This design comes from an exercise in tuning for small area on the open sky130 flow, not from production work.
Function was checked by simulation only, so behaviour that the tests miss may differ from the original.
No activity file was given, so power comes from the tool's default toggle rates.

## job 5697
## top
module top #(
    parameter CNT_MAX = 6'd63
) (
    input  wire clk,
    input  wire rst_n,
    input  wire [7:0] key,
    input  wire uart_rx,
    output wire uart_tx,
    output reg [4:0] state,
    input  uart_tx_rst_n,
    input  uart_rx_rst_n,
    input  send_one,
    input  send_two,
    input  wire [1:0] mode,
    output reg input_error,
    output uart_tx_work,
    output uart_rx_work,
    output work
);
export LEC_CHECK = 0
export ABC_AREA = 1
export CAP_MARGIN = 20
export CORE_MARGIN = 2
export CORE_UTILIZATION = 75
export CTS_BUF_LIST = sky130_fd_sc_hd__clkbuf_8
export CTS_CLUSTER_DIAMETER = 50
export CTS_CLUSTER_SIZE = 16
export PLACE_DENSITY = 0.82
export SLEW_MARGIN = 20
create_clock -name core_clock -period 44.0 [get_ports {clk}]
standard.sh (not shown) runs the stock make flow with config.mk's settings and CLKGATE_MAP_FILE= SYNTH_SCRIPT=/design/flow/synth_recipe.tcl, a recipe that flattens the netlist after the stock synthesis.
==> flow/flow/run.sh <==
#!/bin/bash
set -euo pipefail
export CTS_ARGS="-sink_clustering_enable -repair_clock_nets -dont_use_dummy_load -sink_clustering_size 16 -sink_clustering_max_diameter 50 -buf_list sky130_fd_sc_hd__clkbuf_8"
bash standard.sh > standard.log 2>&1
Job 5697 went all the way through the flow, and no timing, DRC or antenna check failed.
Inputs modified between job 5697 and job 9163:
==> flow/flow/run.sh <==
#!/bin/bash
set -euo pipefail
export RECOVER_POWER=100
export CTS_ARGS="-sink_clustering_enable -repair_clock_nets -dont_use_dummy_load -sink_clustering_size 16 -sink_clustering_max_diameter 50 -buf_list sky130_fd_sc_hd__clkbuf_8"
bash standard.sh > standard.log 2>&1
Although it ran to completion, job 9163 produced a layout that fails the final checks because of max-capacitance violations, max-slew violations. Between job 9163 and job 5697, the routed wire length does not differ in any meaningful way. On total of max-cap violations: job 9163 sits above job 5697. Setup skew after layout: job 5697 vs job 9163 — no meaningful difference.
What job 6047 does differently from job 9163 at the input level:
- CORE_UTILIZATION now 70, was 75
- PLACE_DENSITY now 0.78, was 0.82
- CTS_CLUSTER_SIZE now 20, was 16
- CTS_CLUSTER_DIAMETER now 40, was 50
==> flow/run.sh (new file) <==
#!/bin/bash
# synth_recipe.tcl (not shown) runs the flow's synth.tcl, then flattens the netlist and writes it again
# the make line also repeats each setting of config.mk as NAME=value (left out here)
make -C /OpenROAD-flow-scripts/flow DESIGN_CONFIG=/design/flow/config.mk WORK_HOME=/design/flow/orfs CLKGATE_MAP_FILE= SYNTH_SCRIPT=/design/flow/synth_recipe.tcl finish
removed: flow/flow/run.sh
removed: flow/standard.sh
==> comparison <==
Job 6047: all stages complete, timing, DRC and antenna checks passed. Relative to job 9163, total met2 wirelength after detailed routing has gone down in job 6047. Taking job 9163 as the reference, in job 6047 total detailed-routing wirelength now smaller; clock group share of total power climbed 6.0 points. Job 6047 ended up with a higher worst setup slack than job 9163 did. Relative to job 9163, the number of diodes of job 6047 is higher by 2.
Edits applied to the flow inputs when going from job 6047 to job 6213:
- CTS_CLUSTER_DIAMETER changed from 40 to 50
- PLACE_DENSITY changed from 0.78 to 0.82
- CTS_CLUSTER_SIZE changed from 20 to 16
- CORE_UTILIZATION changed from 70 to 75
==> flow/flow/run.sh (new file) <==
#!/bin/bash
set -euo pipefail
rm -rf myscripts
cp -r "$FLOW_HOME/scripts" myscripts
cp flow/abc_area.script myscripts/abc_area.script
export CTS_ARGS="-sink_clustering_enable -repair_clock_nets -dont_use_dummy_load -sink_clustering_size 16 -sink_clustering_max_diameter 50 -buf_list sky130_fd_sc_hd__clkbuf_8"
bash standard.sh "SCRIPTS_DIR=$PWD/myscripts" finish > standard.log 2>&1
==> flow/flow/abc_area.script (new file) <==
strash
dch -f
map -a
strash
dch -f
map -a
strash
dch -f
amap
topo
==> flow/standard.sh (new file) <==
#!/bin/bash
# synth_recipe.tcl (not shown) runs the flow's synth.tcl, then flattens the netlist and writes it again
# the make line also repeats each setting of config.mk as NAME=value (left out here)
make -C /OpenROAD-flow-scripts/flow DESIGN_CONFIG=/design/flow/config.mk WORK_HOME=/design/flow/orfs CLKGATE_MAP_FILE= SYNTH_SCRIPT=/design/flow/synth_recipe.tcl "${@:-finish}"
removed: flow/run.sh
Findings:
Against job 6047, area inside the core boundary in job 6213 came out better.
Job 6213 ends up with a total power that is 0.28 mW lower than in job 6047.
Layout cell share with drive strength beyond 1: lower on job 6213
Job 6213 against job 6047: endpoint arrival time on the critical path moved up; number of maximum-capacitance constraint violations level; global-route usage over all layers moved up; cell internal power dissipation moved down; number of vias in the routed layout moved up.
Job 6213: least setup slack across all paths after layout lower than job 6047
Comparing job 6047 and job 6213, the lower proportion of cell area occupied by registers is on job 6047.
Final HPWL from detailed placement: higher on job 6213

== job 5950 ==
Starting RTL as in the previous note.
clock: 44.0 ns
lec_check: 0
abc_area: 1
cap_margin: 20
core_margin: 2
core_utilization: 75
cts_buf_list: sky130_fd_sc_hd__clkbuf_8
cts_cluster_diameter: 50
cts_cluster_size: 16
place_density: 0.82
slew_margin: 20
run.sh (not shown) runs the stock make flow with config.mk's settings and CLKGATE_MAP_FILE= SYNTH_SCRIPT=/design/flow/synth_recipe.tcl, a recipe that flattens the netlist after the stock synthesis.
Stock flow here: none of the scripts above is used.
Job 5950: PASS, flow complete, no timing, DRC or antenna violations
For job 9187, these inputs were changed with respect to job 5950:
- swapping 0.82 for 0.78 in PLACE_DENSITY
- swapping 75 for 70 in CORE_UTILIZATION
==> flow/flow/run.sh (new file) <==
#!/bin/bash
set -euo pipefail
rm -rf myscripts
cp -r "$FLOW_HOME/scripts" myscripts
cp flow/abc_area.script myscripts/abc_area.script
export CTS_ARGS="-sink_clustering_enable -repair_clock_nets -dont_use_dummy_load -sink_clustering_size 16 -sink_clustering_max_diameter 50 -buf_list sky130_fd_sc_hd__clkbuf_8"
bash standard.sh "SCRIPTS_DIR=$PWD/myscripts" finish > standard.log 2>&1
==> flow/flow/abc_area.script (new file) <==
strash
&get -n
&deepsyn -T 60
&put
dch -f
map -a
strash
dch -f
map -a
strash
dch -f
amap
topo
==> flow/standard.sh (new file) <==
#!/bin/bash
# synth_recipe.tcl (not shown) runs the flow's synth.tcl, then flattens the netlist and writes it again
# the make line also repeats each setting of config.mk as NAME=value (left out here)
make -C /OpenROAD-flow-scripts/flow DESIGN_CONFIG=/design/flow/config.mk WORK_HOME=/design/flow/orfs CLKGATE_MAP_FILE= SYNTH_SCRIPT=/design/flow/synth_recipe.tcl "${@:-finish}"
removed: flow/run.sh
==> run summary <==
There was hardly any difference in total negative setup slack between job 9187 and job 5950.
Synthesized area shrinks by a few percent when moving from job 5950 to job 9187.
NOTE area of the multi-input gates job 5950->job 9187 decreased by more than 10%
In job 9187 the synthesis-to-finish area growth turned out 0.27 points lower than in job 5950.
The standard cells in job 9187 occupy less silicon area than those in job 5950 do.
Lower multi-input combinational area share among job 5950 and job 9187: job 9187
In summary, job 9187 completed successfully, with a layout that passed the timing, design-rule and antenna checks.
Slew at the pin closest to its max-slew limit came out higher on job 9187 than on job 5950.
Per the comparison of job 9187 with job 5950, via count shrank by 4665; worst-case hold slack shrank by 9.1 ps.
The following lists how job 4320 was set up differently from job 9187:
- swapping 0.78 for 0.82 in PLACE_DENSITY
- swapping 70 for 75 in CORE_UTILIZATION
- swapping 20 for 0 in SLEW_MARGIN
- swapping 20 for 0 in CAP_MARGIN
==> flow/flow/run.sh <==
#!/bin/bash
set -euo pipefail
export CTS_ARGS="-sink_clustering_enable -repair_clock_nets -dont_use_dummy_load -sink_clustering_size 16 -sink_clustering_max_diameter 50 -buf_list sky130_fd_sc_hd__clkbuf_8"
bash standard.sh > standard.log 2>&1
removed: flow/flow/abc_area.script
Notes after the runs:
- The cell-internal power of job 4320 was inferior to that of job 9187.
- Compared job 4320 vs job 9187, and area overhead of the layout relative to synthesis is down in job 4320.
- The end point of the critical path comes out uart_rx_work in one run and uart_tx_work in the other, namely in job 9187 and job 4320 respectively.
- For the final instance count without filler cells, job 4320 came in 12% higher than job 9187 did.
- Compared with job 9187, in job 4320 adder and majority cell fraction of the synthesized area neither gained nor lost much, post-route total power picked up an extra about 1.3%, global-route usage picked up an extra 5.5 points.
Relative to job 4320, the following input files were edited for job 414:
- swapping 75 for 60 in CORE_UTILIZATION
- swapping 0 for 20 in CAP_MARGIN
- swapping 0.82 for 0.7 in PLACE_DENSITY
- swapping 0 for 20 in SLEW_MARGIN
Notes after the runs:
Clock-buffer cell count for job 414: 8 up relative to job 4320
Changes observed in job 414 relative to job 4320: cell count higher; post-route DRC violation count roughly the same; first-iteration DRC count lower; starting utilization of the core area lower; via count of the first global-routing pass lower.
Delta (job 414 minus job 4320): count of vias placed by the detailed router fell about 8%; post-synthesis area per instance held; detailed-routing iteration count for the pre-antenna-repair pass decreased 1.
Diff job 414 and job 4320: overall die height higher in job 414
Cmp job 414 and job 4320 / part of the power in registers / higher: job 414

## port drivers added, routing unchanged
Ports are ideal in the flow. The routed layouts listed here were re-timed in OpenROAD.
Step 1, drivers: a clkbuf_16 drives clk and a buf_2 each remaining input, both assumed.
Step 2 moves the port delays by t, midway between the first and last clock arrival at a register: inputs arrive t later, outputs are due t later. That takes back most of the time a late clock gives input paths.
a / b / c = no drivers / after step 1 / after step 2; a / b = the first two.
run	t, ns	slack for setup (ns)	latest minus earliest clock arrival (ns)	cell pins on the clock port's net
job 5697	0.849	24.863 / 24.824 / 24.824	0.189 / 0.188	1
job 9163	0.849	21.471 / 21.401 / 21.401	0.189 / 0.189	1
job 6047	0.942	25.032 / 25.010 / 25.010	0.070 / 0.070	1
job 6213	0.881	24.995 / 24.974 / 24.974	0.162 / 0.163	1
job 5950	0.923	24.986 / 24.947 / 24.947	0.120 / 0.119	1
job 9187	0.837	25.000 / 24.978 / 24.978	0.128 / 0.128	1
job 4320	0.847	24.404 / 24.382 / 24.382	0.191 / 0.191	1
job 414	0.867	24.987 / 24.960 / 24.960	0.118 / 0.118	1
For job 9163, which loses most, drivers alone change the setup slack by -0.070 ns; drivers and shift together by -0.070 ns.
